What follows belongs to an exercise in optimizing a design on an open flow for small area and a short achievable clock period; a production flow would make more cautious choices. No run shown here included a check of the RTL's function; only the layout flow was run. Power is estimated from default activity; no workload was simulated.

==> config.mk <==
export PLATFORM = sky130hd
export DESIGN_NAME = CIC_Decimation
export DESIGN_NICKNAME = CIC_Decimation
export VERILOG_FILES = /design/flow/design.v
export SDC_FILE = /design/flow/constraint.sdc
export NUM_CORES = 4
export LEC_CHECK = 0
export CAP_MARGIN = 20
export CORE_MARGIN = 2
export CORE_UTILIZATION = 40
export SLEW_MARGIN = 20
==> constraint.sdc <==
create_clock -name core_clock -period 14.0 [get_ports {clk}]
set_input_delay 2.8000 -clock core_clock [delete_from_list [all_inputs] [get_ports {clk}]]
set_output_delay 2.8000 -clock core_clock [all_outputs]
set_load 0.01 [all_outputs]
==> design.v <==
module PulseSignal #(
    parameter int DELAY = 1,
    parameter bit RZ    = 1   
)
(
    input  logic clk,
    input  logic ena,
    input  logic rst_n,
    output logic dout
);
    localparam int CNTWIDTH = $clog2(DELAY + 2);
    logic [CNTWIDTH-1:0] count;
    always_ff @(posedge clk) begin
        if (!rst_n) begin
            count <= '0;
            dout  <= 1'b0;
        end
        else if (ena) begin
            if (count <= DELAY)
                count <= count + 1'b1;
            if (count == DELAY)
                dout <= 1'b1;          
            else if (RZ && (count > DELAY))
                dout <= 1'b0;          
        end
    end
endmodule
module CIC_Decimation #(
    parameter int WIDTH_IN  = 16,
    parameter int NUM_STAGE = 5,
    parameter int MAX_RATE  = 16,
    parameter int WIDTH_OUT = WIDTH_IN + NUM_STAGE * $clog2(MAX_RATE)
)
(
    input  clk, ena, rst_n,
    input  logic signed [WIDTH_IN-1:0]  din_odd, din_even,
    input  [7:0] rate,
    output logic signed [WIDTH_OUT-1:0] dout,
    output vld, rdy
);
    localparam int BW = WIDTH_OUT;              
    localparam int NST = NUM_STAGE;             
    localparam int SW = 6;                      
    localparam int NS = (BW + SW - 1) / SW;     
    localparam logic [NST-1:0] CPIPE = 5'b11010;
    localparam int NCG = $countones(CPIPE);     
    localparam int NV = NST + NS + 1;
    logic [NV-1:0] tok;
    always_ff @(posedge clk) begin
        if (!rst_n) tok <= '0;
        else        tok <= {tok[NV-2:0], ena};
    end
    logic [WIDTH_IN-1:0] xe_d [NS];    
    logic [WIDTH_IN-1:0] xo_d [NS];
    always_ff @(posedge clk) begin
        xe_d[0] <= din_even;
        xo_d[0] <= din_odd;
        for (int k = 1; k < NS; k++) begin
            xe_d[k] <= xe_d[k-1];
            xo_d[k] <= xo_d[k-1];
        end
    end
    logic [BW-1:0] xe_s, xo_s;
    always_comb begin
        for (int b = 0; b < BW; b++) begin
            xe_s[b] = xe_d[b / SW][(b < WIDTH_IN) ? b : WIDTH_IN-1];
            xo_s[b] = xo_d[b / SW][(b < WIDTH_IN) ? b : WIDTH_IN-1];
        end
    end
    logic [BW-1:0] acc [NST];    
    logic [BW-1:0] evn [NST];    
    logic [BW-1:0] i_a [NST], i_b [NST], i_e [NST], i_o [NST];
    logic [NS-1:0] ce_q [NST], co_q [NST];    
    logic [NS:0]   ce_c [NST], co_c [NST];    
    logic [NS-1:0] sel_e;
    logic [BW-1:0] dn;           
    genvar i, j, b;
    generate
        for (i = 0; i < NST; i++) begin : g_int
            if (i == 0) begin : g_in
                assign i_a[i] = xe_s;
                assign i_b[i] = xo_s;
            end else begin : g_mid
                assign i_a[i] = evn[i-1];
                assign i_b[i] = acc[i-1];
            end
            for (j = 0; j < NS; j++) begin : g_sl
                localparam int LO = j * SW;
                localparam int HI = ((j + 1) * SW < BW ? (j + 1) * SW : BW) - 1;
                logic [HI-LO+1:0] ce, co;
                assign ce[0] = (j == 0) ? 1'b0 : ce_q[i][j-1];
                assign co[0] = (j == 0) ? 1'b0 : co_q[i][j-1];
                for (b = LO; b <= HI; b++) begin : g_b
                    assign i_e[i][b]    = acc[i][b] ^ i_a[i][b] ^ ce[b-LO];
                    assign ce[b-LO+1]   = (acc[i][b] & i_a[i][b]) | (acc[i][b] & ce[b-LO]) | (i_a[i][b] & ce[b-LO]);
                    assign i_o[i][b]    = i_e[i][b] ^ i_b[i][b] ^ co[b-LO];
                    assign co[b-LO+1]   = (i_e[i][b] & i_b[i][b]) | (i_e[i][b] & co[b-LO]) | (i_b[i][b] & co[b-LO]);
                end
                if (j < NS - 1) begin : g_cq
                    always_ff @(posedge clk) begin
                        ce_q[i][j] <= ce[HI-LO+1];
                        co_q[i][j] <= co[HI-LO+1];
                    end
                end
                always_ff @(posedge clk) begin
                    if (!rst_n)
                        acc[i][HI:LO] <= '0;
                    else if (tok[i+j])
                        acc[i][HI:LO] <= i_o[i][HI:LO];
                end
                if (i < NST - 1) begin : g_ev
                    always_ff @(posedge clk) evn[i][HI:LO] <= i_e[i][HI:LO];
                end else begin : g_dn
                    always_ff @(posedge clk)
                        dn[HI:LO] <= sel_e[j] ? i_e[i][HI:LO] : i_o[i][HI:LO];
                end
            end
        end
    endgenerate
    logic [4:0] rate_q;
    always_ff @(posedge clk) rate_q <= rate[4:0];
    logic       ctl_tok;
    assign ctl_tok = tok[NST-1];
    logic [2:0] pcnt;            
    logic [2:0] dcnt;            
    logic [4:0] cd;              
    logic [5:0] cd2;
    logic       take_e, take_o, take;
    assign cd2    = {1'b0, cd} + 6'd2;
    assign take_e = ctl_tok && (pcnt == 3'd6) && (cd == 5'd0);
    assign take_o = ctl_tok && (pcnt == 3'd6) && (cd != 5'd0) && (cd2 > {1'b0, rate_q});
    assign take   = take_e | take_o;
    always_ff @(posedge clk) begin
        if (!rst_n) begin
            pcnt <= '0;
            dcnt <= '0;
            cd   <= '0;
        end else if (ctl_tok) begin
            if (pcnt != 3'd6) pcnt <= pcnt + 3'd1;
            if (take && dcnt != 3'd6) dcnt <= dcnt + 3'd1;
            if (pcnt == 3'd6)
                cd <= (cd2 >= {1'b0, rate_q}) ? 5'(cd2 - {1'b0, rate_q}) : cd2[4:0];
        end
    end
    logic [NS-1:0] sel_q;
    always_ff @(posedge clk) sel_q <= {sel_q[NS-2:0], take_e};
    assign sel_e = {sel_q[NS-2:0], take_e};
    localparam int ND = NS + NCG - 1;
    logic [ND-1:0] dtok, otok;
    always_ff @(posedge clk) begin
        if (!rst_n) begin
            dtok <= '0;
            otok <= '0;
        end else begin
            dtok <= {dtok[ND-2:0], take};
            otok <= {otok[ND-2:0], take && (dcnt == 3'd6)};
        end
    end
    logic [BW-1:0] c_x [NST], c_y [NST], c_d [NST];
    logic [BW-1:0] c_p [NST];           
    logic [NS-1:0] cc_q [NST];
    generate
        for (i = 0; i < NST; i++) begin : g_comb
            if (i == 0) begin : g_in
                assign c_x[i] = dn;
            end else if (CPIPE[i-1]) begin : g_reg
                assign c_x[i] = c_p[i-1];
            end else begin : g_wire
                assign c_x[i] = c_y[i-1];
            end
            localparam int CG = $countones(CPIPE & ((5'd1 << i) - 5'd1));
            for (j = 0; j < NS; j++) begin : g_sl
                localparam int LO = j * SW;
                localparam int HI = ((j + 1) * SW < BW ? (j + 1) * SW : BW) - 1;
                logic [HI-LO+1:0] cc;
                assign cc[0] = (j == 0) ? 1'b1 : cc_q[i][j-1];
                for (b = LO; b <= HI; b++) begin : g_b
                    assign c_y[i][b]  = c_x[i][b] ^ ~c_d[i][b] ^ cc[b-LO];
                    assign cc[b-LO+1] = (c_x[i][b] & ~c_d[i][b]) | (c_x[i][b] & cc[b-LO]) | (~c_d[i][b] & cc[b-LO]);
                end
                if (j < NS - 1) begin : g_cq
                    always_ff @(posedge clk) cc_q[i][j] <= cc[HI-LO+1];
                end
                always_ff @(posedge clk)
                    if (dtok[j + CG]) c_d[i][HI:LO] <= c_x[i][HI:LO];
                if (CPIPE[i] && i < NST - 1) begin : g_p
                    always_ff @(posedge clk) c_p[i][HI:LO] <= c_y[i][HI:LO];
                end
            end
        end
    endgenerate
    logic [BW-1:0] dq;
    generate
        for (j = 0; j < NS; j++) begin : g_dsk
            localparam int LO = j * SW;
            localparam int HI = ((j + 1) * SW < BW ? (j + 1) * SW : BW) - 1;
            localparam int DL = NS - 1 - j;
            if (DL == 0) begin : g_0
                assign dq[HI:LO] = c_y[NST-1][HI:LO];
            end else begin : g_n
                logic [HI-LO:0] sh [DL];
                always_ff @(posedge clk) begin
                    sh[0] <= c_y[NST-1][HI:LO];
                    for (int k = 1; k < DL; k++) sh[k] <= sh[k-1];
                end
                assign dq[HI:LO] = sh[DL-1];
            end
        end
    endgenerate
    logic vld_q, rdy_q;
    logic [BW-1:0] dout_q;
    always_ff @(posedge clk) begin
        dout_q <= dq;
        if (!rst_n) begin
            vld_q <= 1'b0;
            rdy_q <= 1'b0;
        end else begin
            vld_q <= otok[ND-1];
            rdy_q <= rdy_q | otok[ND-1];
        end
    end
    assign dout = dout_q;
    assign vld  = vld_q;
    assign rdy  = rdy_q;
endmodule
==> run.sh <==
#!/bin/bash
# synth_recipe.tcl (not shown) runs the flow's synth.tcl, then flattens the netlist and writes it again
# the make line also repeats each setting of config.mk as NAME=value (left out here)
make -C /OpenROAD-flow-scripts/flow DESIGN_CONFIG=/design/flow/config.mk WORK_HOME=/design/flow/orfs CLKGATE_MAP_FILE= SYNTH_SCRIPT=/design/flow/synth_recipe.tcl finish
==> results of run 1 <==
## power by group through the flow
stage          Combinational, mW  Sequential [mW]  Clock (mW)
2_1_floorplan               1.29             3.61           0
3_3_place_gp                1.67             3.63           0
3_5_place_dp                1.77             3.64           0
4_1_cts                     1.78             3.58        2.61
5_1_grt                     2.05             3.63        2.72
6_report                    1.73             3.56        2.52
## flip-flops by register name, indices dropped and copies added (netlist names), 8 cells and up
signal and flops:
otok 8, dtok 8, dout_q 36, xe_d 33
co_q 25, evn 144, tok 10, ce_q 25
xo_d 33, c_d 180, acc 180, cc_q 25
dn 36, g_dsk.g_n.sh 90, c_p 72
## logic make-up (layout without fill, tap and decap cells)
kind of cell	after synthesis	after routing	share of synthesized area, %
AOI/OAI and AO/OA	161	161	2.68
xor gates and xnor gates	107	107	2.51
adders and majority gates	536	536	26.8
buffers and inverters	467	673	4.70
DFF	928	928	54.6
muxes	174	174	4.78
and+or+nand+nor	331	331	3.95
## cells in the mapped netlist, drive strengths merged (12+ instances only)
cell type | number | area, µm²
edfxtp | 180 | 5410
inv | 408 | 1530
ha | 95 | 1190
mux2i | 138 | 1380
nand2 | 26 | 97.6
mux2 | 36 | 405
a211oi | 36 | 270
dfxtp | 748 | 15000
fa | 441 | 8830
a21oi | 46 | 234
nand2b | 29 | 181
o21ai | 41 | 209
clkbuf | 46 | 173
buf | 12 | 46.3
xnor2 | 78 | 683
and2 | 27 | 169
nor2 | 214 | 803
xor2 | 29 | 254
## cell type report
cell class | count | area [µm²] | share of cell area [%]
clock buffers | 144 | 2930 | 6.85
inverters | 409 | 1540 | 3.60
well taps | 1254 | 1570 | 3.67
clock inverters | 32 | 285 | 0.667
flip-flops and latches | 928 | 20400 | 47.7
multi-input cells | 1309 | 15200 | 35.6
repair buffers | 88 | 848 | 1.98
## final timing paths
path,startpoint,end,slack [ps]
max,rst_n,acc[0][3]$_SDFFE_PN0P_,9460
min reg2reg,g_dsk[3].g_n.sh[0][1]$_DFF_P_,g_dsk[3].g_n.sh[1][1]$_DFF_P_,320
max reg2reg,xe_d[5][15]$_DFF_P_,acc[0][35]$_SDFFE_PN0P_,10210
min,g_dsk[3].g_n.sh[0][1]$_DFF_P_,g_dsk[3].g_n.sh[1][1]$_DFF_P_,320
## cells in the final DEF, fill, tap and decap left out, drive strengths merged, types with 26 or more instances in the layout
master,netlist,layout
fa,441,441
mux2,36,36
clkbuf,46,144
a211oi,36,36
nand2,26,26
and2,27,27
o21ai,41,41
nor2,214,214
nand2b,29,29
ha,95,95
edfxtp,180,180
inv,408,413
clkdlybuf4s50,0,76
xnor2,78,78
a21oi,46,46
xor2,29,29
mux2i,138,138
dfxtp,748,748
## worst max-delay path, cell delays in order
cell,delay (ps)
sky130_fd_sc_hd__buf_2,90
sky130_fd_sc_hd__buf_4,300
sky130_fd_sc_hd__inv_6,770
sky130_fd_sc_hd__buf_4,760
sky130_fd_sc_hd__nor2_1,130
## stage by stage
| step | power, mW | cells | hold WS (ps) |
|---|---|---|---|
| final | 7.81 | 4164 | 323 |
| after floorplan | 4.90 | 2704 | 310 |
| after global placement | 5.30 | 3988 | 314 |
| after global routing | 8.40 | 4164 | 327 |
| after CTS | 7.97 | 4164 | 325 |
| after detailed placement | 5.41 | 3988 | 312 |
## routing by layer
metal / wire length, µm / global-route usage (%) / vias to the layer above
li1: - / - / 8798
met1: 23600 / 14.6 / 8468
met2: 24800 / 19.7 / 241
met3: 2150 / 2.64 / 103
met4: 1190 / 3.77 / 0
met5: 0 / 0 / -
==> summary.md, run 1 <==
| Metric | Value |
|---|---|
| Buffer cell driving the clock tree root | `sky130_fd_sc_hd__clkbuf_16` |
| Num rows | `about 110` |
| Area of the mapped netlist | `about 37,000 µm²` |
| Net count after synthesis | `roughly 3.3k` |
| Core Area | `approximately 93,000 µm²` |
| Proportion of register bits with asynchronous set or reset after synthesis | `0%` |
| Placed Instance Area | `about 40,000 µm²` |
| Synthesized netlist cell count | `~2.7k` |
| Relative slew slack | `a little over a third` |
| Die Y | `~310 µm` |
| Starting density of the core | `40.2%` |
| Fraction of layout cells with a size suffix above 1 | `7.39%` |
| Drt drc | `0` |
| Layout Utilization | `a little under half` |
| First-pass GRT wire length | `between 90 and 100 mm` |
| Flip-flop and latch count after synthesis | `928` |
| Peak supply drop | `about 0.10 mV` |
| Total global-route track usage | `a little under an eighth` |
| Die Outline Area | `95,800 µm²` |
| Worst Path Arrival | `between 5000 and 6000 ps` |
| Final weighted congestion in routability-driven placement | `between 0.7 and 0.8` |
| Sequential element share of the synthesized area | `54.6%` |
| Result of the run | `finished clean` |
| Max Buffers Root-to-Sink | `3` |
| Worst Setup Slack, final | `between 9000 and 10,000 ps` |
| Slew at the pin closest to its max-slew limit | `slightly below 1000 ps` |
| RSZ-0062 raised after global routing | `no` |
| Class of the most critical setup path | `in2reg` |
| Sort of element at the end of the critical path | `flop` |
| Minimum setup slack after placement | `just under 9000 ps` |
| Synth unique cells | `47` |
| Via count of the first global-routing pass | `~20k` |
| Part of the power in registers | `between 40% and 50%` |
| Fraction of power spent switching nets | `between 20% and 30%` |
| Final-report setup violation count | `0` |
| Maximum achievable frequency | `between 200 and 250 MHz` |
| Total CTS buffers | `97` |
| Port Buffers | `77` |
| Hold/Removal Path Class | `reg2reg` |
| Worst R2R Path Depth | `12` |
| DRC violation total after the first TritonRoute iteration | `about 600` |
| Worst hold path stage count | `0` |
| Number of cells upsized or downsized after cts | `0` |
| Cts hold-fix bufs | `0` |
| Vias | `roughly 18k` |
| Post-layout min period | `about 4500 ps` |
| Clock Latency Late Sink | `roughly 630 ps` |
| Area growth from synthesis to layout | `14.5%` |
| I/O pin count | `between 80 and 90` |
| Pwr per Cell Area | `between 150 and 200 nW/µm²` |
| Number of max-slew violations in the final report | `0` |
| Maxcap violations | `0` |
| Drt pass-1 iters | `7` |
| Critical path launch point type | `input pin` |
| Global route overflow | `0` |
| Number of failing hold endpoints at the final stage | `0` |
| Post-Synthesis Mean Instance Area | `13.8 µm²` |
| Via/cell ratio | `around 4.2` |
| Maximum fanout count along the critical path | `between 100 and 150` |
| Cell area after layout | `around 43,000 µm²` |
| LEAKAGE | `~18 nW` |
| Internal Power | `around 5.7 mW` |
| CTS Sinks | `between 900 and 1k` |
| Routed Wire Length | `51.8 mm` |
| Synth warnings | `21` |
| Primary FF master, synth | `sky130_fd_sc_hd__dfxtp_1` |
| Post-DP HPWL | `about 37 mm` |
| WL per Instance | `between 10 and 15 µm` |
| Number of enable flip-flop cells after synthesis | `180` |
| Worst-path clk slew | `roughly 60 ps` |
| WP data required | `approximately 14,000 ps` |
| TritonCTS clock tree | `built` |
| Number of antenna violations at the first check in global routing | `1` |
| Fill cell count | `between 8k and 9k` |
| # Post-CTS Setup Buffers | `0` |
| Comb pwr share | `~22%` |
| Final worst-path cycle share | `32.5%` |
| Number of nets still failing antenna checks after routing | `0` |
| Total number of nets in the final design | `approximately 3.4k` |
| Antenna cell count | `0` |
| Switching Power | `~2.1 mW` |
| Post-Route Skew | `~20 ps` |
| Setup Total Neg Slack | `0 ps` |
| Largest net degree at the start of global routing | `between 100 and 150` |
| Die width | `between 300 and 400 µm` |
| Share of total power in the clock network | `between 30% and 40%` |
| CTS H-Tree Depth | `3` |
==> run 2, diff against run 1 <==
--- a/design.v
+++ b/design.v
@@ -48,2 +48,4 @@
     logic [NV-1:0] tok;
+    logic clr_q;
+    always_ff @(posedge clk) clr_q <= !rst_n;
     always_ff @(posedge clk) begin
@@ -93,6 +95,11 @@
                 for (b = LO; b <= HI; b++) begin : g_b
-                    assign i_e[i][b]    = acc[i][b] ^ i_a[i][b] ^ ce[b-LO];
-                    assign ce[b-LO+1]   = (acc[i][b] & i_a[i][b]) | (acc[i][b] & ce[b-LO]) | (i_a[i][b] & ce[b-LO]);
-                    assign i_o[i][b]    = i_e[i][b] ^ i_b[i][b] ^ co[b-LO];
-                    assign co[b-LO+1]   = (i_e[i][b] & i_b[i][b]) | (i_e[i][b] & co[b-LO]) | (i_b[i][b] & co[b-LO]);
+                    if (b == 0) begin : g_h
+                        assign i_e[i][b]    = acc[i][b] ^ i_a[i][b];
+                        assign ce[b-LO+1]   = acc[i][b] & i_a[i][b];
+                        assign i_o[i][b]    = i_e[i][b] ^ i_b[i][b];
+                        assign co[b-LO+1]   = i_e[i][b] & i_b[i][b];
+                    end else begin : g_f
+                        cic_fa u_fe (.a(acc[i][b]), .b(i_a[i][b]), .c(ce[b-LO]), .s(i_e[i][b]), .co(ce[b-LO+1]));
+                        cic_fa u_fo (.a(i_e[i][b]), .b(i_b[i][b]), .c(co[b-LO]), .s(i_o[i][b]), .co(co[b-LO+1]));
+                    end
                 end
@@ -105,3 +112,3 @@
                 always_ff @(posedge clk) begin
-                    if (!rst_n)
+                    if (clr_q)
                         acc[i][HI:LO] <= '0;
@@ -177,4 +184,8 @@
                 for (b = LO; b <= HI; b++) begin : g_b
-                    assign c_y[i][b]  = c_x[i][b] ^ ~c_d[i][b] ^ cc[b-LO];
-                    assign cc[b-LO+1] = (c_x[i][b] & ~c_d[i][b]) | (c_x[i][b] & cc[b-LO]) | (~c_d[i][b] & cc[b-LO]);
+                    if (b == 0) begin : g_h
+                        assign c_y[i][b]  = c_x[i][b] ^ c_d[i][b];
+                        assign cc[b-LO+1] = c_x[i][b] | ~c_d[i][b];
+                    end else begin : g_f
+                        cic_fa u_fc (.a(c_x[i][b]), .b(~c_d[i][b]), .c(cc[b-LO]), .s(c_y[i][b]), .co(cc[b-LO+1]));
+                    end
                 end
@@ -225 +236,8 @@
 endmodule
+module cic_fa (
+    input  logic a, b, c,
+    output logic s, co
+);
+    assign s  = a ^ b ^ c;
+    assign co = (a & b) | (a & c) | (b & c);
+endmodule
--- a/config.mk
+++ b/config.mk
@@ -11 +11,3 @@
 export SLEW_MARGIN = 20
+export SYNTH_HIERARCHICAL = 1
+export SYNTH_MINIMUM_KEEP_SIZE = 0
==> run 2 against run 1 <==
  * Still clean on timing, DRC and antenna
  * Critical path depth decreased by 4
  * Register-to-register slack got worse by 230 ps
  * Sequential share of layout area increased by 2.0 points
  * Via count fell by 13%
  * Sequential cell count is 1 higher
  * First-iteration DRC count increased by 18%
  * Worst hold slack got worse by 14 ps
  * Cell count is 14% lower
  * Global-route usage decreased by 0.52 points
  * Fmax is 5.5% higher
  * Sequential power hardly changed
==> summary.md, run 2 <==
| Metric | Value |
|---|---|
| Result of the run | `finished clean (unchanged)` |
| Die Y | `303 µm (was 310 µm)` |
| Hold/Removal Path Class | `reg2reg (unchanged)` |
| Maximum achievable frequency | `232 MHz (was 220 MHz)` |
| Synthesized netlist cell count | `2,223 (was 2,704)` |
| Proportion of register bits with asynchronous set or reset after synthesis | `0% (unchanged)` |
| Leading post-synthesis cells by instance count | `749 x sky130_fd_sc_hd__dfxtp_1, 526 x sky130_fd_sc_hd__fa_1, 197 x sky130_fd_sc_hd__inv_1 (was 748 x sky130_fd_sc_hd__dfxtp_1, 441 x sky130_fd_sc_hd__fa_1, 408 x sky130_fd_sc_hd__inv_1)` |
| TritonCTS clock tree | `built (unchanged)` |
| Commonest non-fill, non-tap cell in the layout | `sky130_fd_sc_hd__dfxtp_1 (unchanged)` |
| Fill cell count | `7,486 (was 8,165)` |
| DRC violation total after the first TritonRoute iteration | `726 (was 616)` |
| Drt pass-1 iters | `20 (was 7)` |
| Worst Path Arrival | `1510 ps (was 5030 ps)` |
| Primary FF master, synth | `sky130_fd_sc_hd__dfxtp_1 (unchanged)` |
| Drt drc | `0 (unchanged)` |
| Total global-route track usage | `11.1% (was 11.6%)` |
| Total CTS buffers | `97 (unchanged)` |
| Total number of nets in the final design | `2,950 (was 3,412)` |
| Layout Utilization | `46.4% (was 46.0%)` |
| Final worst-path cycle share | `30.8% (was 32.5%)` |
| Area of the mapped netlist | `35,700 µm² (was 37,400 µm²)` |
| Class of the most critical setup path | `reg2out (was in2reg)` |
| Number of failing hold endpoints at the final stage | `0 (unchanged)` |
| Net count after synthesis | `2,817 (was 3,283)` |
| Number of cells upsized or downsized after cts | `0 (unchanged)` |
| Global route overflow | `0 (unchanged)` |
| Critical path launch point type | `flop (was input pin)` |
| WL per Instance | `13.0 µm (was 12.4 µm)` |
| Biggest area contributors in the synthesized netlist | `sky130_fd_sc_hd__dfxtp_1 42%, sky130_fd_sc_hd__fa_1 29%, sky130_fd_sc_hd__edfxtp_1 15% (was sky130_fd_sc_hd__dfxtp_1 40%, sky130_fd_sc_hd__fa_1 24%, sky130_fd_sc_hd__edfxtp_1 14%)` |
| Worst path max stage delay | `540 ps (was 770 ps)` |
| Kind of cell with the highest combined delay on the critical path | `buffers and inverters (unchanged)` |
| Maxcap violations | `0 (unchanged)` |
| Final weighted congestion in routability-driven placement | `0.718 (was 0.745)` |
| Synth warnings | `47 (was 21)` |
| Routed Wire Length | `47.0 mm (was 51.8 mm)` |
| Sort of element at the end of the critical path | `output pin (was flop)` |
| Commonest non-fill, non-tap cells in the layout | `744 x sky130_fd_sc_hd__dfxtp_1, 526 x sky130_fd_sc_hd__fa_1, 197 x sky130_fd_sc_hd__inv_1 (was 745 x sky130_fd_sc_hd__dfxtp_1, 441 x sky130_fd_sc_hd__fa_1, 408 x sky130_fd_sc_hd__inv_1)` |
| Largest net degree at the start of global routing | `93 (was 120)` |
| Flip-flop and latch count after synthesis | `929 (was 928)` |
| Ordered cell list for the critical path | `clkdlybuf4s50_1 (was buf_2, buf_4, inv_6, buf_4, nor2_1)` |
| LEAKAGE | `16.6 nW (was 17.8 nW)` |
| Maximum fanout count along the critical path | `2 (was 119)` |
| Cts hold-fix bufs | `0 (unchanged)` |
| Port Buffers | `77 (unchanged)` |
| CTS H-Tree Depth | `3 (unchanged)` |
| Number of max-slew violations in the final report | `0 (unchanged)` |
| Max Buffers Root-to-Sink | `3 (unchanged)` |
| Post-layout min period | `4310 ps (was 4540 ps)` |
| Post-DP HPWL | `33.3 mm (was 37.1 mm)` |
| Via/cell ratio | `4.25 (was 4.23)` |
| Via count of the first global-routing pass | `17.3k (was 19.9k)` |
| RSZ-0062 raised after global routing | `no (unchanged)` |
| Synth area leader | `sky130_fd_sc_hd__dfxtp_1 (unchanged)` |
| Relative slew slack | `32.2% (was 34.9%)` |
| Die Outline Area | `91,700 µm² (was 95,800 µm²)` |
| Core Area | `88,500 µm² (was 92,900 µm²)` |
| WP data required | `11,200 ps (was 14,480 ps)` |
| First-pass GRT wire length | `83.9 mm (was 93.0 mm)` |
| CTS Sinks | `929 (was 928)` |
| Buffer and inverter count on the worst path | `1 (was 4)` |
| I/O pin count | `81 (unchanged)` |
| Most instantiated library cell after synthesis | `sky130_fd_sc_hd__dfxtp_1 (unchanged)` |
| Largest registers | `acc x180, c_d x180, evn x144 (unchanged)` |
| Area share of the largest cell type after synthesis | `42.0% (was 40.1%)` |
| Fraction of layout cells with a size suffix above 1 | `8.54% (was 7.39%)` |
| Die width | `303 µm (was 310 µm)` |
| # Post-CTS Setup Buffers | `0 (unchanged)` |
| Slew at the pin closest to its max-slew limit | `1020 ps (was 976 ps)` |
| Number of antenna violations at the first check in global routing | `1 (unchanged)` |
| Number of enable flip-flop cells after synthesis | `180 (unchanged)` |
| Antenna cell count | `0 (unchanged)` |
| Vias | `15.3k (was 17.6k)` |
| Setup Total Neg Slack | `0 ps (unchanged)` |
| Buffer cell driving the clock tree root | `sky130_fd_sc_hd__clkbuf_16 (unchanged)` |
| Worst-path clk slew | `60 ps (about the same)` |
| Number of nets still failing antenna checks after routing | `0 (unchanged)` |
| Sequential element share of the synthesized area | `57.1% (was 54.6%)` |
| Starting density of the core | `40.4% (was 40.2%)` |
| Area growth from synthesis to layout | `15.0% (was 14.5%)` |
| Final-report setup violation count | `0 (unchanged)` |
| Peak supply drop | `0.0931 mV (was 0.104 mV)` |
| Clock Latency Late Sink | `640 ps (was 630 ps)` |
| Synth unique cells | `47 (unchanged)` |
| Num rows | `109 (was 112)` |
| Post-Synthesis Mean Instance Area | `16.1 µm² (was 13.8 µm²)` |
| Post-Route Skew | `25.2 ps (was 19.7 ps)` |
| Pwr per Cell Area | `180 nW/µm² (was 183 nW/µm²)` |
| Critical Path Slowest Stage Cell | `sky130_fd_sc_hd__clkdlybuf4s50_1 (was sky130_fd_sc_hd__inv_6)` |
==> run 2: changes by cell type in the layout (fill, tap and decap cells not counted), moves of 34 or more <==
cell	delta
sky130_fd_sc_hd__mux2i_1	+46
sky130_fd_sc_hd__a21oi_1	-40
sky130_fd_sc_hd__inv_1	-211
sky130_fd_sc_hd__o21ai_0	-37
sky130_fd_sc_hd__xnor2_1	-75
sky130_fd_sc_hd__a211oi_1	-34
sky130_fd_sc_hd__ha_1	-70
sky130_fd_sc_hd__fa_1	+85
==> run 2: routing by layer <==
metal	vias up	global-route usage [%]	wire length (µm)
met1	7642	15.0	21600
met2	201	17.5	22400
li1	7353	-	-
met3	92	2.42	1850
met4	0	4.11	1170
met5	-	0	0
==> run 2: per-module statistics from Yosys, one instance, submodules excluded <==
module,times used,flip-flops and latches,cells inside
cic_fa,525,0,1
CIC_Decimation,1,929,1698
==> run 2: worst paths after layout <==
| check | start | to | slack [ps] | depth (start not counted) |
|---|---|---|---|---|
| worst max register to register | xe_d[4][15]$_DFF_P_ | acc[0][29]$_SDFFE_PP0P_ | 9980 | 9 |
| worst min-delay path | g_dsk[1].g_n.sh[1][4]$_DFF_P_ | g_dsk[1].g_n.sh[2][4]$_DFF_P_ | 310 | 0 |
| worst max-delay path | rdy_q$_SDFF_PN0_ | rdy | 9690 | 1 |
| worst min register to register | g_dsk[1].g_n.sh[1][4]$_DFF_P_ | g_dsk[1].g_n.sh[2][4]$_DFF_P_ | 310 | 0 |
==> run 2: logic make-up after synthesis <==
group,share of synthesized area [%]
XOR/XNOR,0.147
AO/OA/AOI/OAI,0.459
buffers and inverters,2.71
adder cells (fa/ha/maj),30.3
multiplexers,6.29
flip-flops,57.1
AND/OR/NAND/NOR,2.96
==> run 2: stage by stage <==
stage / cells / instance area (µm²) / total power, mW / hold slack (ps) / worst slack (ps)
2_1_floorplan: 2223 / 35700 / 4.51 / 310 / 10280
3_3_place_gp: 3421 / 37800 / 4.87 / 311 / 9460
3_5_place_dp: 3421 / 37800 / 4.95 / 312 / 9360
4_1_cts: 3600 / 41100 / 7.55 / 299 / 9600
5_1_grt: 3601 / 41100 / 7.91 / 315 / 9600
6_report: 3601 / 41100 / 7.39 / 309 / 9690
==> run 2: cell type report <==
class | instances | area, µm² | area share (%)
timing repair buffer | 88 | 866 | 2.11
sequential | 929 | 20400 | 49.6
tap | 1165 | 1460 | 3.55
multi-input combinational | 1042 | 14400 | 34.9
clock inverter | 36 | 370 | 0.901
clock buffer | 143 | 2900 | 7.05
inverter | 198 | 743 | 1.81
==> run 2: power by group <==
part | total (mW) | internal (mW) | switching (mW)
Clock | 2.55 | 1.53 | 1.02
Sequential | 3.59 | 3.34 | 0.250
Combinational | 1.25 | 0.644 | 0.602
Total | 7.39 | 5.52 | 1.87
==> run 3, diff against run 2 <==
--- a/config.mk
+++ b/config.mk
@@ -9,3 +9,4 @@
 export CORE_MARGIN = 2
-export CORE_UTILIZATION = 40
+export CORE_UTILIZATION = 70
+export CTS_BUF_LIST = sky130_fd_sc_hd__clkbuf_4 sky130_fd_sc_hd__clkbuf_8
 export SLEW_MARGIN = 20
==> run 3 against run 2 <==
  * Global-route usage increased by 8.7 points
  * Cell count shrank 11%
  * Sequential share of layout area increased by 0.92 points
  * Clock power is 7.8% lower
  * Total power fell by 2.6%
  * Combinational power hardly changed
  * First-iteration DRC count is 13% lower
  * Worst hold slack improved by 10 ps
  * Count of clock-buffer cells in the layout is 85 higher
  * Critical path depth did not move
  * Critical endpoint unchanged
  * Largest power group unchanged
==> summary.md, run 3 <==
| Metric | Value |
|---|---|
| Maxcap violations | `0 (unchanged)` |
| Worst Path Arrival | `1640 ps (was 1510 ps)` |
| Most instantiated library cell after synthesis | `sky130_fd_sc_hd__dfxtp_1 (unchanged)` |
| Stages on the worst setup path | `1 (unchanged)` |
| WL per Instance | `14.4 µm (was 13.0 µm)` |
| Starting density of the core | `71.1% (was 40.4%)` |
| Result of the run | `finished clean (unchanged)` |
| First-pass GRT wire length | `84.0 mm (was 83.9 mm)` |
| Critical Path Slowest Stage Cell | `sky130_fd_sc_hd__clkdlybuf4s50_1 (unchanged)` |
| Drt pass-1 iters | `4 (was 20)` |
| Area of the mapped netlist | `35,700 µm² (unchanged)` |
| Synth unique cells | `47 (unchanged)` |
| Worst Setup Slack, final | `9560 ps (was 9690 ps)` |
| Flop-to-flop setup slack | `9990 ps (was 9980 ps)` |
| Primary FF master, synth | `sky130_fd_sc_hd__dfxtp_1 (unchanged)` |
| Net count after synthesis | `2,817 (unchanged)` |
| Max Buffers Root-to-Sink | `3 (unchanged)` |
| Via count of the first global-routing pass | `17.7k (was 17.3k)` |
| Vias | `15.6k (was 15.3k)` |
| Largest registers | `acc x180, c_d x180, evn x144 (unchanged)` |
| Port Buffers | `77 (unchanged)` |
| Class of the most critical setup path | `reg2out (unchanged)` |
| Inst Count DP | `2,928 (was 3,421)` |
| Maximum achievable frequency | `225 MHz (was 232 MHz)` |
| Slew at the pin closest to its max-slew limit | `1120 ps (was 1020 ps)` |
| Routed Wire Length | `46.0 mm (was 47.0 mm)` |
| Synth area leader | `sky130_fd_sc_hd__dfxtp_1 (unchanged)` |
| LEAKAGE | `16.7 nW (was 16.6 nW)` |
| Minimum setup slack after placement | `9510 ps (was 9360 ps)` |
| Die Y | `230 µm (was 303 µm)` |
| Num rows | `82 (was 109)` |
| Final Non-Filler Cells | `3,190 (was 3,601)` |
| Critical path launch point type | `flop (unchanged)` |
| Hold/Removal Path Class | `reg2reg (unchanged)` |
| Sequential element share of the synthesized area | `57.1% (unchanged)` |
| CP endpoint | `rdy (unchanged)` |
| Cts hold-fix bufs | `0 (unchanged)` |
| DRC violation total after the first TritonRoute iteration | `628 (was 726)` |
| Via/cell ratio | `4.87 (was 4.25)` |
| CTS Sinks | `929 (unchanged)` |
| Number of cells upsized or downsized after cts | `0 (unchanged)` |
| RSZ-0062 raised after global routing | `no (unchanged)` |
| Commonest non-fill, non-tap cell in the layout | `sky130_fd_sc_hd__dfxtp_1 (unchanged)` |
| Number of enable flip-flop cells after synthesis | `180 (unchanged)` |
| Buffer and inverter count on the worst path | `1 (unchanged)` |
| Number of antenna violations at the first check in global routing | `0 (was 1)` |
| Number of failing hold endpoints at the final stage | `0 (unchanged)` |
| Final weighted congestion in routability-driven placement | `0.757 (was 0.718)` |
| Fill cell count | `2,762 (was 7,486)` |
| Maximum fanout count along the critical path | `2 (unchanged)` |
| Crit. Startpoint | `rdy_q$_SDFF_PN0_ (unchanged)` |
| Post-DP HPWL | `33.0 mm (was 33.3 mm)` |
| Worst-path clk slew | `60 ps (about the same)` |
| Setup Total Neg Slack | `0 ps (unchanged)` |
| Kind of cell with the highest combined delay on the critical path | `buffers and inverters (unchanged)` |
| Peak supply drop | `0.131 mV (was 0.0931 mV)` |
| Total CTS buffers | `143 (was 97)` |
| Leading post-synthesis cells by instance count | `749 x sky130_fd_sc_hd__dfxtp_1, 526 x sky130_fd_sc_hd__fa_1, 197 x sky130_fd_sc_hd__inv_1 (unchanged)` |
| Number of nets still failing antenna checks after routing | `0 (unchanged)` |
| Total number of nets in the final design | `2,995 (was 2,950)` |
| Core Area | `50,300 µm² (was 88,500 µm²)` |
| Die Outline Area | `52,900 µm² (was 91,700 µm²)` |
| Drt drc | `0 (unchanged)` |
| Post-Synthesis Mean Instance Area | `16.1 µm² (unchanged)` |
| Final worst-path cycle share | `31.7% (was 30.8%)` |
| Relative slew slack | `25.3% (was 32.2%)` |
| Area share of the largest cell type after synthesis | `42.0% (unchanged)` |
| Largest net degree at the start of global routing | `96 (was 93)` |
| Sort of element at the end of the critical path | `output pin (unchanged)` |
| CTS H-Tree Depth | `4 (was 3)` |
| Synthesized netlist cell count | `2,223 (unchanged)` |
| Biggest area contributors in the synthesized netlist | `sky130_fd_sc_hd__dfxtp_1 42%, sky130_fd_sc_hd__fa_1 29%, sky130_fd_sc_hd__edfxtp_1 15% (unchanged)` |
| Post-Route Skew | `28.5 ps (was 25.2 ps)` |
| Ordered cell list for the critical path | `clkdlybuf4s50_1 (unchanged)` |
| Pwr per Cell Area | `178 nW/µm² (was 180 nW/µm²)` |
| Antenna cell count | `0 (unchanged)` |
| Area growth from synthesis to layout | `13.0% (was 15.0%)` |
| Die width | `230 µm (was 303 µm)` |
| Reg-to-reg critical path endpoint | `acc[0][29]$_SDFFE_PP0P_ (unchanged)` |
| Flip-flop and latch count after synthesis | `929 (unchanged)` |
| Synth warnings | `47 (unchanged)` |
| Final-report setup violation count | `0 (unchanged)` |
| Commonest non-fill, non-tap cells in the layout | `745 x sky130_fd_sc_hd__dfxtp_1, 526 x sky130_fd_sc_hd__fa_1, 197 x sky130_fd_sc_hd__inv_1 (was 744 x sky130_fd_sc_hd__dfxtp_1, 526 x sky130_fd_sc_hd__fa_1, 197 x sky130_fd_sc_hd__inv_1)` |
| I/O pin count | `81 (unchanged)` |
| Proportion of register bits with asynchronous set or reset after synthesis | `0% (unchanged)` |
| Number of max-slew violations in the final report | `0 (unchanged)` |
| TritonCTS clock tree | `built (unchanged)` |
| Post-layout min period | `4440 ps (was 4310 ps)` |
| Worst path max stage delay | `540 ps (about the same)` |
| Global route overflow | `0 (unchanged)` |
| Buffer cell driving the clock tree root | `sky130_fd_sc_hd__clkbuf_8 (was sky130_fd_sc_hd__clkbuf_16)` |
| Clock Latency Late Sink | `770 ps (was 640 ps)` |
| Fraction of layout cells with a size suffix above 1 | `12.6% (was 8.54%)` |
| Reg-to-Reg Start | `xe_d[4][15]$_DFF_P_ (unchanged)` |
| # Post-CTS Setup Buffers | `0 (unchanged)` |
| Worst R2R Path Depth | `9 (unchanged)` |
| WP data required | `11,200 ps (about the same)` |
| Total global-route track usage | `19.7% (was 11.1%)` |
[run 3: cell count changes in the layout (fill, tap and decap cells not counted), moves of 5 or more]
| cell | previous run | this run |
|---|---|---|
| sky130_fd_sc_hd__clkbuf_1 | 23 | 0 |
| sky130_fd_sc_hd__clkbuf_16 | 103 | 0 |
| sky130_fd_sc_hd__clkbuf_4 | 0 | 46 |
| sky130_fd_sc_hd__clkbuf_8 | 17 | 182 |
| sky130_fd_sc_hd__clkinv_1 | 8 | 3 |
| sky130_fd_sc_hd__clkinvlp_4 | 1 | 7 |
| sky130_fd_sc_hd__inv_4 | 5 | 0 |
| sky130_fd_sc_hd__inv_6 | 1 | 6 |
[run 3: layout make-up]
class | instances | area [µm²] | area share [%]
clock buffer | 228 | 2850 | 7.06
timing repair buffer | 87 | 846 | 2.10
inverter | 198 | 743 | 1.84
tap | 672 | 841 | 2.08
sequential | 929 | 20400 | 50.6
clock inverter | 34 | 308 | 0.763
multi-input combinational | 1042 | 14400 | 35.6
[run 3: Yosys stat by module (local to each module, per instance)]
module,cell area (µm²),times used,cells inside,flops+latches
CIC_Decimation,25200,1,1698,929
cic_fa,20.0,525,1,0
[run 3: report_power, final]
part	internal, mW	switching, mW
sequential	3.34	0.251
combinational	0.650	0.604
clock	1.37	0.984
[run 3: kinds of logic (layout without fill, tap and decap cells)]
logic type	count (synthesis)	in the layout	share of synthesized area, %
simple gates	241	241	2.96
fa+ha+maj	551	551	30.3
xor+xnor	6	6	0.147
compound gates	24	24	0.459
mux	220	220	6.29
buf+inv	252	547	2.71
flops	929	929	57.1
[run 3: worst min path at each step]
stage	startpoint	endpoint	slack (ps)	depth (start not counted)
after floorplan	g_dsk[0].g_n.sh[4][0]$_DFF_P_	dout_q[0]$_DFF_P_	310	0
after global routing	g_dsk[3].g_n.sh[0][3]$_DFF_P_	g_dsk[3].g_n.sh[1][3]$_DFF_P_	320	0
after detailed placement	g_dsk[1].g_n.sh[3][0]$_DFF_P_	dout_q[6]$_DFF_P_	310	0
final	g_dsk[3].g_n.sh[0][3]$_DFF_P_	g_dsk[3].g_n.sh[1][3]$_DFF_P_	320	0
after CTS	g_dsk[2].g_n.sh[0][3]$_DFF_P_	g_dsk[2].g_n.sh[1][3]$_DFF_P_	320	0
after global placement	g_dsk[0].g_n.sh[4][0]$_DFF_P_	dout_q[0]$_DFF_P_	310	0
[run 3: layer usage]
| metal | part of all wire, % | GRT usage [%] | vias up |
|---|---|---|---|
| met5 | 0 | 0 | - |
| met4 | 2.3 | 8.17 | 0 |
| met3 | 3.4 | 4.41 | 93 |
| met2 | 48 | 30.4 | 207 |
| met1 | 46 | 27.8 | 7786 |
| li1 | - | - | 7465 |
[run 3: through the flow]
step | cell area (µm²) | hold WS, ps | utilization [%] | total power, mW
finish | 40400 | 320 | 80.3 | 7.20
CTS | 40400 | 321 | 80.3 | 7.33
detailed placement | 37200 | 312 | 74.0 | 4.95
global route | 40400 | 325 | 80.3 | 7.69
floorplan | 35700 | 310 | - | 4.51
global placement | 37200 | 310 | 74.0 | 4.82
==> run 4, diff against run 3 <==
--- a/config.mk
+++ b/config.mk
@@ -10,3 +10,4 @@
 export CORE_UTILIZATION = 70
-export CTS_BUF_LIST = sky130_fd_sc_hd__clkbuf_4 sky130_fd_sc_hd__clkbuf_8
+export CTS_CLUSTER_DIAMETER = 60
+export CTS_CLUSTER_SIZE = 30
 export SLEW_MARGIN = 20
==> run 4 against run 3 <==
  * Still clean
  * Sequential power hardly changed
  * Clock skew down 12 ps
  * Clock power decreased by 31%
  * Area after synthesis unchanged
  * Register-to-register slack worse by 30 ps
  * Via count shrank 3.9%
  * Worst setup slack improved by 150 ps
  * Critical endpoint unchanged
  * Largest power group unchanged
==> summary.md, run 4 <==
| Metric | Value |
|---|---|
| Hold/Removal Path Class | `reg2reg (unchanged)` |
| Worst hold path stage count | `0 (unchanged)` |
| Busiest layer in global routing | `met2 (unchanged)` |
| Vias | `14.9k (was 15.6k)` |
| Post-DP HPWL | `33.0 mm (unchanged)` |
| Routed Wire Length | `45.0 mm (was 46.0 mm)` |
| Drt drc | `0 (unchanged)` |
| Global routing met1 resource utilization | `28.1% (was 27.8%)` |
| Flop-to-flop setup slack | `9960 ps (was 9990 ps)` |
| Largest net degree at the start of global routing | `96 (unchanged)` |
| CTS Sinks | `929 (unchanged)` |
| Die Outline Area | `52,900 µm² (unchanged)` |
| Area of the mapped netlist | `35,700 µm² (unchanged)` |
| Number of enable flip-flop cells after synthesis | `180 (unchanged)` |
| Proportion of register bits with asynchronous set or reset after synthesis | `0% (unchanged)` |
| Global route overflow | `0 (unchanged)` |
| Cts hold-fix bufs | `0 (unchanged)` |
| Final weighted congestion in routability-driven placement | `0.757 (unchanged)` |
| Post-Route Skew | `16.4 ps (was 28.5 ps)` |
| Total CTS buffers | `48 (was 143)` |
| Synth warnings | `47 (unchanged)` |
| Number of nets still failing antenna checks after routing | `0 (unchanged)` |
| Total number of nets in the final design | `2,900 (was 2,995)` |
| Met3 track utilization from global routing | `2.79% (was 4.41%)` |
| Die Y | `230 µm (unchanged)` |
| Flip-flop and latch count after synthesis | `929 (unchanged)` |
| # Post-CTS Setup Buffers | `0 (unchanged)` |
| Area growth from synthesis to layout | `8.79% (was 13.0%)` |
| Die width | `230 µm (unchanged)` |
| Total global-route track usage | `18.9% (was 19.7%)` |
| I/O pin count | `81 (unchanged)` |
| Largest registers | `acc x180, c_d x180, evn x144 (unchanged)` |
| LEAKAGE | `15.8 nW (was 16.7 nW)` |
| Maximum fanout count along the critical path | `2 (unchanged)` |
| Port Buffers | `77 (unchanged)` |
| Buffer and inverter count on the worst path | `1 (unchanged)` |
| Critical Path Slowest Stage Cell | `sky130_fd_sc_hd__clkdlybuf4s50_1 (unchanged)` |
| Worst path max stage delay | `540 ps (about the same)` |
| Sequential element share of the synthesized area | `57.1% (unchanged)` |
| Buffer cell driving the clock tree root | `sky130_fd_sc_hd__clkbuf_16 (was sky130_fd_sc_hd__clkbuf_8)` |
| GR met2 Demand/Resource | `30.1% (was 30.4%)` |
| Cell area after layout | `38,900 µm² (was 40,400 µm²)` |
| Synthesized netlist cell count | `2,223 (unchanged)` |
| Most instantiated library cell after synthesis | `sky130_fd_sc_hd__dfxtp_1 (unchanged)` |
| Commonest non-fill, non-tap cells in the layout | `745 x sky130_fd_sc_hd__dfxtp_1, 526 x sky130_fd_sc_hd__fa_1, 197 x sky130_fd_sc_hd__inv_1 (unchanged)` |
| Primary FF master, synth | `sky130_fd_sc_hd__dfxtp_1 (unchanged)` |
| Maximum achievable frequency | `234 MHz (was 225 MHz)` |
| Sort of element at the end of the critical path | `output pin (unchanged)` |
| Peak supply drop | `0.137 mV (was 0.131 mV)` |
| Fill cell count | `2,942 (was 2,762)` |
| Via/cell ratio | `4.95 (was 4.87)` |
| Leading post-synthesis cells by instance count | `749 x sky130_fd_sc_hd__dfxtp_1, 526 x sky130_fd_sc_hd__fa_1, 197 x sky130_fd_sc_hd__inv_1 (unchanged)` |
| Final-report setup violation count | `0 (unchanged)` |
| Synth unique cells | `47 (unchanged)` |
| Commonest non-fill, non-tap cell in the layout | `sky130_fd_sc_hd__dfxtp_1 (unchanged)` |
| WL per Instance | `14.9 µm (was 14.4 µm)` |
| Core Area | `50,300 µm² (unchanged)` |
| Ordered cell list for the critical path | `clkdlybuf4s50_1 (unchanged)` |
| Result of the run | `finished clean (unchanged)` |
| Post-layout min period | `4280 ps (was 4440 ps)` |
| Net count after synthesis | `2,817 (unchanged)` |
| Worst-path clk slew | `100 ps (was 60 ps)` |
| Starting density of the core | `71.1% (unchanged)` |
| Number of antenna violations at the first check in global routing | `0 (unchanged)` |
| First-pass GRT wire length | `81.8 mm (was 84.0 mm)` |
| Drt pass-1 iters | `4 (unchanged)` |
| Max Buffers Root-to-Sink | `3 (unchanged)` |
| Number of cells upsized or downsized after cts | `0 (unchanged)` |
| Antenna cell count | `0 (unchanged)` |
| RSZ-0062 raised after global routing | `no (unchanged)` |
| Final worst-path cycle share | `30.6% (was 31.7%)` |
| Reg-to-Reg Start | `xe_d[4][15]$_DFF_P_ (unchanged)` |
| Via count of the first global-routing pass | `16.7k (was 17.7k)` |
| Worst R2R Path Depth | `9 (unchanged)` |
| CTS H-Tree Depth | `2 (was 4)` |
| Post-Synthesis Mean Instance Area | `16.1 µm² (unchanged)` |
| Class of the most critical setup path | `reg2out (unchanged)` |
| Worst Hold Launch | `g_dsk[1].g_n.sh[3][5]$_DFF_P_ (was g_dsk[3].g_n.sh[0][3]$_DFF_P_)` |
| Slew at the pin closest to its max-slew limit | `1100 ps (was 1120 ps)` |
| Area share of the largest cell type after synthesis | `42.0% (unchanged)` |
| Synth area leader | `sky130_fd_sc_hd__dfxtp_1 (unchanged)` |
| Num rows | `82 (unchanged)` |
| Clock Latency Late Sink | `610 ps (was 770 ps)` |
| Fraction of layout cells with a size suffix above 1 | `5.97% (was 12.6%)` |
| WP data required | `11,200 ps (about the same)` |
| Maxcap violations | `0 (unchanged)` |
| Hold-critical path endpoint | `dout_q[11]$_DFF_P_ (was g_dsk[3].g_n.sh[1][3]$_DFF_P_)` |
| Kind of cell with the highest combined delay on the critical path | `buffers and inverters (unchanged)` |
| Reg-to-reg critical path endpoint | `acc[0][29]$_SDFFE_PP0P_ (unchanged)` |
| TritonCTS clock tree | `built (unchanged)` |
| DRC violation total after the first TritonRoute iteration | `697 (was 628)` |
| Critical path launch point type | `flop (unchanged)` |
| Pwr per Cell Area | `166 nW/µm² (was 178 nW/µm²)` |
| Number of max-slew violations in the final report | `0 (unchanged)` |
| Placed Instance Area | `37,200 µm² (unchanged)` |
| Biggest area contributors in the synthesized netlist | `sky130_fd_sc_hd__dfxtp_1 42%, sky130_fd_sc_hd__fa_1 29%, sky130_fd_sc_hd__edfxtp_1 15% (unchanged)` |
| Number of failing hold endpoints at the final stage | `0 (unchanged)` |
| Relative slew slack | `26.8% (was 25.3%)` |
| Worst Path Arrival | `1480 ps (was 1640 ps)` |
| Setup Total Neg Slack | `0 ps (unchanged)` |
run 4: cell counts after synthesis:
Identical to the previous run, type by type.
run 4: kinds of logic (layout without fill, tap and decap cells):
family          after synthesis  after routing  share of synthesized area [%]
flops                       929            929                           57.1
simple gates                241            241                           2.96
xor+xnor                      6              6                          0.147
fa+ha+maj                   551            551                           30.3
compound gates               24             24                          0.459
mux                         220            220                           6.29
buf+inv                     252            373                           2.71
run 4: worst max path at each step:
stage / startpoint / endpoint / slack (ps) / cells after the start
after CTS: rdy_q$_SDFF_PN0_ / rdy / 9650 / 1
after global routing: rdy_q$_SDFF_PN0_ / rdy / 9640 / 1
after global placement: rst_n / dcnt[1]$_SDFFE_PN0P_ / 9560 / 4
after floorplan: xe_d[3][15]$_DFF_P_ / acc[0][23]$_SDFFE_PP0P_ / 10280 / 9
after detailed placement: rst_n / cd[0]$_SDFFE_PN0P_ / 9510 / 4
final: rdy_q$_SDFF_PN0_ / rdy / 9720 / 1
run 4: through the flow:
stage                     total power, mW  std cells  hold slack [ps]  utilization [%]  worst slack (ps)
after floorplan                      4.51       2223              310                -             10280
after global placement               4.82       2928              310             74.0              9560
after detailed placement             4.95       2928              312             74.0              9510
after CTS                            6.57       3016              333             77.3              9650
after global routing                 6.91       3016              333             77.3              9640
final                                6.47       3016              330             77.3              9720
run 4: report_power, final:
part           total (mW)  internal [mW]  switching (mW)
logic                1.27          0.656           0.614
registers            3.59           3.33           0.252
clock network        1.61          0.717           0.893
run 4: Yosys stat by module (local to each module, per instance):
module | copies in the design | flops+latches
CIC_Decimation | 1 | 929
cic_fa | 525 | 0
run 4: area by class of cell:
class                   count  area (µm²)  share of cell area, %
flip-flops and latches    929       20400                   52.5
multi-input cells        1042       14400                   37.0
clock buffers              54        1250                   3.23
repair buffers             87         846                   2.18
well taps                 672         841                   2.16
inverters                 198         743                   1.91
clock inverters            34         414                   1.07
run 4: routing by layer:
| layer | part of all wire, % | wire length (µm) |
|---|---|---|
| met1 | 47 | 21100 |
| met2 | 48 | 21600 |
| met3 | 2.8 | 1270 |
| met4 | 2.2 | 971 |
| met5 | 0 | 0 |
==> run 5, diff against run 4 <==
--- a/config.mk
+++ b/config.mk
@@ -10,4 +10,5 @@
 export CORE_UTILIZATION = 70
-export CTS_CLUSTER_DIAMETER = 60
-export CTS_CLUSTER_SIZE = 30
+export CTS_BUF_LIST = sky130_fd_sc_hd__clkbuf_8 sky130_fd_sc_hd__clkbuf_16
+export CTS_CLUSTER_DIAMETER = 50
+export CTS_CLUSTER_SIZE = 20
 export SLEW_MARGIN = 20
==> run 5 against run 4 <==
  * Still clean
  * Clock power up 22%
  * Core utilization up 1.2 points
  * Routed wire length rose by 2.1%
  * Total power rose by 5.7%
  * Cell area up 1.6%
  * Worst hold slack worse by 14 ps
  * First-iteration DRC count decreased by 2.0%
  * Sequential power barely moved
  * Critical endpoint unchanged
  * Largest power group unchanged
==> summary.md, run 5 <==
| Metric | Value |
|---|---|
| Class of the most critical setup path | `reg2out (unchanged)` |
| Die width | `230 µm (unchanged)` |
| Layout Utilization | `78.5% (was 77.3%)` |
| Total CTS buffers | `67 (was 48)` |
| Antenna cell count | `0 (unchanged)` |
| Result of the run | `finished clean (unchanged)` |
| Total routed wire length on the met1 layer | `21.4 mm (was 21.1 mm)` |
| Via/cell ratio | `4.97 (was 4.95)` |
| Starting density of the core | `71.1% (unchanged)` |
| Final Non-Filler Cells | `3,049 (was 3,016)` |
| Total global-route track usage | `19.5% (was 18.9%)` |
| Commonest non-fill, non-tap cell in the layout | `sky130_fd_sc_hd__dfxtp_1 (unchanged)` |
| Post-layout min period | `4270 ps (was 4280 ps)` |
| Hold/Removal Path Class | `reg2reg (unchanged)` |
| Kind of cell with the highest combined delay on the critical path | `buffers and inverters (unchanged)` |
| Area growth from synthesis to layout | `10.5% (was 8.79%)` |
| Crit. Startpoint | `rdy_q$_SDFF_PN0_ (unchanged)` |
| CTS Sinks | `929 (unchanged)` |
| Clock Latency Late Sink | `590 ps (was 610 ps)` |
| Maxcap violations | `0 (unchanged)` |
| Flop-to-flop setup slack | `9980 ps (was 9960 ps)` |
| WL per Instance | `15.1 µm (was 14.9 µm)` |
| Maximum achievable frequency | `234 MHz (about the same)` |
| Ordered cell list for the critical path | `clkdlybuf4s50_1 (unchanged)` |
| Biggest area contributors in the synthesized netlist | `sky130_fd_sc_hd__dfxtp_1 42%, sky130_fd_sc_hd__fa_1 29%, sky130_fd_sc_hd__edfxtp_1 15% (unchanged)` |
| Number of failing hold endpoints at the final stage | `0 (unchanged)` |
| Worst R2R Path Depth | `9 (unchanged)` |
| Leading post-synthesis cells by instance count | `749 x sky130_fd_sc_hd__dfxtp_1, 526 x sky130_fd_sc_hd__fa_1, 197 x sky130_fd_sc_hd__inv_1 (unchanged)` |
| Drt drc | `0 (unchanged)` |
| Total number of nets in the final design | `2,919 (was 2,900)` |
| Max Buffers Root-to-Sink | `3 (unchanged)` |
| Most instantiated library cell after synthesis | `sky130_fd_sc_hd__dfxtp_1 (unchanged)` |
| Sort of element at the end of the critical path | `output pin (unchanged)` |
| Largest net degree at the start of global routing | `96 (unchanged)` |
| DRC violation total after the first TritonRoute iteration | `683 (was 697)` |
| Number of cells upsized or downsized after cts | `0 (unchanged)` |
| Area of the mapped netlist | `35,700 µm² (unchanged)` |
| CP endpoint | `rdy (unchanged)` |
| Relative slew slack | `25.4% (was 26.8%)` |
| Commonest non-fill, non-tap cells in the layout | `745 x sky130_fd_sc_hd__dfxtp_1, 526 x sky130_fd_sc_hd__fa_1, 209 x sky130_fd_sc_hd__inv_1 (was 745 x sky130_fd_sc_hd__dfxtp_1, 526 x sky130_fd_sc_hd__fa_1, 197 x sky130_fd_sc_hd__inv_1)` |
| Synthesized netlist cell count | `2,223 (unchanged)` |
| Stages on the worst setup path | `1 (unchanged)` |
| Met3 WL post-DR | `1.28 mm (was 1.27 mm)` |
| Num rows | `82 (unchanged)` |
| Core Area | `50,300 µm² (unchanged)` |
| First-pass GRT wire length | `83.7 mm (was 81.8 mm)` |
| Buffer cell driving the clock tree root | `sky130_fd_sc_hd__clkbuf_16 (unchanged)` |
| Worst hold path stage count | `0 (unchanged)` |
| I/O pin count | `81 (unchanged)` |
| Post-Synthesis Mean Instance Area | `16.1 µm² (unchanged)` |
| Reg-to-reg critical path endpoint | `acc[0][29]$_SDFFE_PP0P_ (unchanged)` |
| Synth unique cells | `47 (unchanged)` |
| Die Y | `230 µm (unchanged)` |
| Final weighted congestion in routability-driven placement | `0.757 (unchanged)` |
| Final worst-path cycle share | `30.5% (was 30.6%)` |
| Post-Route Skew | `18.1 ps (was 16.4 ps)` |
| Number of max-slew violations in the final report | `0 (unchanged)` |
| Critical path launch point type | `flop (unchanged)` |
| WL met2 | `22.5 mm (was 21.6 mm)` |
| Routed Wire Length | `45.9 mm (was 45.0 mm)` |
| Placed Instance Area | `37,200 µm² (unchanged)` |
| Worst-path clk slew | `80 ps (was 100 ps)` |
| RSZ-0062 raised after global routing | `no (unchanged)` |
| Inst Count DP | `2,928 (unchanged)` |
| LEAKAGE | `16.2 nW (was 15.8 nW)` |
| Die Outline Area | `52,900 µm² (unchanged)` |
| Port Buffers | `77 (unchanged)` |
| Cell area after layout | `39,500 µm² (was 38,900 µm²)` |
| Post-DP HPWL | `33.0 mm (unchanged)` |
| Largest registers | `acc x180, c_d x180, evn x144 (unchanged)` |
| Max layer used | `met4 (unchanged)` |
| Net count after synthesis | `2,817 (unchanged)` |
| Pwr per Cell Area | `173 nW/µm² (was 166 nW/µm²)` |
| CTS H-Tree Depth | `3 (was 2)` |
| Setup Total Neg Slack | `0 ps (unchanged)` |
| Maximum fanout count along the critical path | `2 (unchanged)` |
| # Post-CTS Setup Buffers | `0 (unchanged)` |
| Vias | `15.1k (was 14.9k)` |
| Global route overflow | `0 (unchanged)` |
| Proportion of register bits with asynchronous set or reset after synthesis | `0% (unchanged)` |
| Synth warnings | `47 (unchanged)` |
| Number of antenna violations at the first check in global routing | `0 (unchanged)` |
| Reg-to-Reg Start | `xe_d[4][15]$_DFF_P_ (unchanged)` |
| Area share of the largest cell type after synthesis | `42.0% (unchanged)` |
| Sequential element share of the synthesized area | `57.1% (unchanged)` |
| Drt pass-1 iters | `4 (unchanged)` |
| Number of nets still failing antenna checks after routing | `0 (unchanged)` |
| Worst Setup Slack, final | `9730 ps (was 9720 ps)` |
| Slew at the pin closest to its max-slew limit | `1120 ps (was 1100 ps)` |
| Worst Path Arrival | `1470 ps (was 1480 ps)` |
| Cts hold-fix bufs | `0 (unchanged)` |
| Worst path max stage delay | `540 ps (about the same)` |
| TritonCTS clock tree | `built (unchanged)` |
| Final-report setup violation count | `0 (unchanged)` |
| Fill cell count | `2,851 (was 2,942)` |
| Number of enable flip-flop cells after synthesis | `180 (unchanged)` |
| Peak supply drop | `0.119 mV (was 0.137 mV)` |
| Buffer and inverter count on the worst path | `1 (unchanged)` |
| Minimum setup slack after placement | `9510 ps (unchanged)` |
| Fraction of layout cells with a size suffix above 1 | `6.98% (was 5.97%)` |
| Flip-flop and latch count after synthesis | `929 (unchanged)` |
| WP data required | `11,200 ps (about the same)` |
| Primary FF master, synth | `sky130_fd_sc_hd__dfxtp_1 (unchanged)` |
| Critical Path Slowest Stage Cell | `sky130_fd_sc_hd__clkdlybuf4s50_1 (unchanged)` |
| Synth area leader | `sky130_fd_sc_hd__dfxtp_1 (unchanged)` |
| Via count of the first global-routing pass | `17.1k (was 16.7k)` |
## run 5: cell types whose count changed in the layout (fill, tap and decap cells not counted), sizes merged
cell and change:
clkinv -5, inv +14, clkinvlp -3, clkbuf +26, bufinv +1
## run 5: worst min path at each step
stage	startpoint	to	slack [ps]
global placement	g_dsk[0].g_n.sh[4][0]$_DFF_P_	dout_q[0]$_DFF_P_	310
floorplan	g_dsk[0].g_n.sh[4][0]$_DFF_P_	dout_q[0]$_DFF_P_	310
detailed placement	g_dsk[1].g_n.sh[3][0]$_DFF_P_	dout_q[6]$_DFF_P_	310
CTS	g_dsk[2].g_n.sh[0][3]$_DFF_P_	g_dsk[2].g_n.sh[1][3]$_DFF_P_	320
finish	g_dsk[2].g_n.sh[0][3]$_DFF_P_	g_dsk[2].g_n.sh[1][3]$_DFF_P_	320
global route	g_dsk[1].g_n.sh[3][0]$_DFF_P_	dout_q[6]$_DFF_P_	320
## run 5: cell families (layout without fill, tap and decap cells)
| kind of cell | Yosys count | after routing | synth area share, % |
|---|---|---|---|
| buffers and inverters | 252 | 406 | 2.71 |
| flip-flops | 929 | 929 | 57.1 |
| AND/OR/NAND/NOR | 241 | 241 | 2.96 |
| adder cells (fa/ha/maj) | 551 | 551 | 30.3 |
| XOR/XNOR | 6 | 6 | 0.147 |
| multiplexers | 220 | 220 | 6.29 |
| AO/OA/AOI/OAI | 24 | 24 | 0.459 |
## run 5: layout make-up
type                    count  area [µm²]  share of cell area, %
well taps                 672         841                   2.13
clock inverters            41         347                  0.878
inverters                 198         743                   1.88
repair buffers             87         846                   2.14
clock buffers              80        1930                   4.90
multi-input cells        1042       14400                   36.4
flip-flops and latches    929       20400                   51.7
## run 5: power by group
group | total, mW | internal, mW | leakage [nW] | switching (mW)
clock network | 1.97 | 1.05 | 1.17 | 0.919
registers | 3.59 | 3.34 | 7.84 | 0.256
logic | 1.27 | 0.657 | 7.15 | 0.616
## run 5: worst reg2reg max path, stage by stage, from the launching register on
cell and delay, ps:
sky130_fd_sc_hd__dfxtp_1 590, sky130_fd_sc_hd__fa_1 540, sky130_fd_sc_hd__fa_1 480, sky130_fd_sc_hd__fa_1 410, sky130_fd_sc_hd__fa_1 400, sky130_fd_sc_hd__fa_1 390, sky130_fd_sc_hd__fa_1 390, sky130_fd_sc_hd__fa_1 440
sky130_fd_sc_hd__mux2i_1 160, sky130_fd_sc_hd__nor2_1 60
## run 5: through the flow
| stage | total power [mW] | hold WS (ps) |
|---|---|---|
| after global placement | 4.82 | 310 |
| after floorplan | 4.51 | 310 |
| after global routing | 7.29 | 324 |
| final | 6.83 | 316 |
| after detailed placement | 4.95 | 312 |
| after CTS | 6.95 | 317 |
## run 5: routing by layer
layer  up-vias  GRT usage [%]
met5         -              0
li1       7264              -
met2       147           31.3
met3        70           3.05
met4         0           5.71
met1      7658           28.3
## run 5: Yosys stat by module (local to each module, per instance)
module	flops+latches	copies in the design
CIC_Decimation	929	1
cic_fa	0	525
==> run 6, diff against run 5 <==
--- a/config.mk
+++ b/config.mk
@@ -10,5 +10,4 @@
 export CORE_UTILIZATION = 70
-export CTS_BUF_LIST = sky130_fd_sc_hd__clkbuf_8 sky130_fd_sc_hd__clkbuf_16
-export CTS_CLUSTER_DIAMETER = 50
-export CTS_CLUSTER_SIZE = 20
+export CTS_CLUSTER_DIAMETER = 80
+export CTS_CLUSTER_SIZE = 40
 export SLEW_MARGIN = 20
==> run 6 against run 5 <==
  * Routed wire length decreased by 4.6%
  * Fmax fell by 0.49%
  * Area after synthesis unchanged
==> summary.md, run 6 <==
| Metric | Value |
|---|---|
| Number of failing hold endpoints at the final stage | `0 (unchanged)` |
| Post-Route Skew | `17.6 ps (was 18.1 ps)` |
| Kind of cell with the highest combined delay on the critical path | `buffers and inverters (unchanged)` |
| Combinational family with the most area after synthesis | `adder cells (unchanged)` |
| Final Non-Filler Cells | `2,993 (was 3,049)` |
| Final worst-path cycle share | `30.7% (was 30.5%)` |
| Number of cells upsized or downsized after cts | `0 (unchanged)` |
| Die width | `230 µm (unchanged)` |
| RSZ-0062 raised after global routing | `no (unchanged)` |
| Adder and majority gate portion of the synthesized area | `30.3% (unchanged)` |
| Final-report setup violation count | `0 (unchanged)` |
| Vias | `14.8k (was 15.1k)` |
| Synth Area in XOR/XNOR | `0.147% (unchanged)` |
| Flip-flop and latch count after synthesis | `929 (unchanged)` |
| Result of the run | `finished clean (unchanged)` |
| Proportion of register bits with asynchronous set or reset after synthesis | `0% (unchanged)` |
| Port Buffers | `77 (unchanged)` |
| Fill cell count | `2,981 (was 2,851)` |
| Starting density of the core | `71.1% (unchanged)` |
| Drt pass-1 iters | `4 (unchanged)` |
| Largest net degree at the start of global routing | `96 (unchanged)` |
| WP data required | `11,200 ps (about the same)` |
| Worst hold path stage count | `0 (unchanged)` |
| Largest registers | `acc x180, c_d x180, evn x144 (unchanged)` |
| Via count of the first global-routing pass | `16.5k (was 17.1k)` |
| Global route overflow | `0 (unchanged)` |
| Relative slew slack | `24.5% (was 25.4%)` |
| Pwr per Cell Area | `162 nW/µm² (was 173 nW/µm²)` |
| Die Y | `230 µm (unchanged)` |
| Drt drc | `0 (unchanged)` |
| Class of the most critical setup path | `reg2out (unchanged)` |
| Worst Path Arrival | `1490 ps (was 1470 ps)` |
| Flop-to-flop setup slack | `9990 ps (was 9980 ps)` |
| Simple-gate share of the synthesized area | `2.96% (unchanged)` |
| DRC violation total after the first TritonRoute iteration | `747 (was 683)` |
| CTS H-Tree Depth | `2 (was 3)` |
| Number of antenna violations at the first check in global routing | `0 (unchanged)` |
| Biggest area contributors in the synthesized netlist | `sky130_fd_sc_hd__dfxtp_1 42%, sky130_fd_sc_hd__fa_1 29%, sky130_fd_sc_hd__edfxtp_1 15% (unchanged)` |
| Fraction of layout cells with a size suffix above 1 | `5.17% (was 6.98%)` |
| # Post-CTS Setup Buffers | `0 (unchanged)` |
| Peak supply drop | `0.145 mV (was 0.119 mV)` |
| Leading post-synthesis cells by instance count | `749 x sky130_fd_sc_hd__dfxtp_1, 526 x sky130_fd_sc_hd__fa_1, 197 x sky130_fd_sc_hd__inv_1 (unchanged)` |
| Number of max-slew violations in the final report | `0 (unchanged)` |
| Synth warnings | `47 (unchanged)` |
| Critical path launch point type | `flop (unchanged)` |
| First-pass GRT wire length | `80.4 mm (was 83.7 mm)` |
| Total global-route track usage | `18.5% (was 19.5%)` |
| Worst Hold Launch | `g_dsk[2].g_n.sh[0][3]$_DFF_P_ (unchanged)` |
| Clock Latency Late Sink | `590 ps (about the same)` |
-- run 6: layout make-up --
| type | instances | share of cell area, % |
|---|---|---|
| Inverter | 198 | 1.93 |
| Antenna cell | 1 | 0.00650 |
| Clock buffer | 40 | 2.49 |
| Sequential cell | 929 | 53.0 |
| Clock inverter | 24 | 0.836 |
| Tap cell | 672 | 2.19 |
| Timing Repair Buffer | 87 | 2.20 |
| Multi-Input combinational cell | 1042 | 37.3 |
-- run 6: report_power, final --
part | leakage, nW | internal, mW | switching (mW)
Sequential | 7.84 | 3.33 | 0.251
Clock | 0.627 | 0.567 | 0.838
Combinational | 7.15 | 0.649 | 0.603
-- run 6: modules after synthesis, one instance, submodules excluded --
module	cell area [µm²]	times used	flip-flops and latches	cells
CIC_Decimation	25200	1	929	1698
cic_fa	20.0	525	0	1
-- run 6: worst max-delay path by stage --
stage | cells after the start | from | end
5_1_grt | 1 | rdy_q$_SDFF_PN0_ | rdy
6_report | 1 | rdy_q$_SDFF_PN0_ | rdy
3_5_place_dp | 4 | rst_n | cd[0]$_SDFFE_PN0P_
3_3_place_gp | 4 | rst_n | dcnt[1]$_SDFFE_PN0P_
2_1_floorplan | 9 | xe_d[3][15]$_DFF_P_ | acc[0][23]$_SDFFE_PP0P_
4_1_cts | 1 | rdy_q$_SDFF_PN0_ | rdy
-- run 6: per-layer routing --
layer	track usage, %	up-vias	wire length (µm)
met4	4.42	0	758
li1	-	7177	-
met2	29.5	112	21100
met5	0	-	0
met1	28.0	7465	20900
met3	2.42	45	1060
-- run 6: kinds of logic after synthesis --
logic type	Yosys count
flip-flops	929
adder cells (fa/ha/maj)	551
buffers and inverters	252
AND/OR/NAND/NOR	241
multiplexers	220
AO/OA/AOI/OAI	24
XOR/XNOR	6
-- run 6: metrics by stage --
stage	worst slack (ps)	instance area, µm²	util, %	total power [mW]
final	9710	38500	76.5	6.24
after global routing	9640	38500	76.5	6.68
after CTS	9650	38500	76.5	6.35
after detailed placement	9510	37200	74.0	4.95
after global placement	9560	37200	74.0	4.82
after floorplan	10280	35700	-	4.51

Check on run 6: ideal ports give 9.707 ns setup slack; a clkbuf_16 on the clock port and buf_2 on the inputs give 9.643 ns; moving port delays by the midpoint clock arrival (0.647 ns) as well gives 9.546 ns.
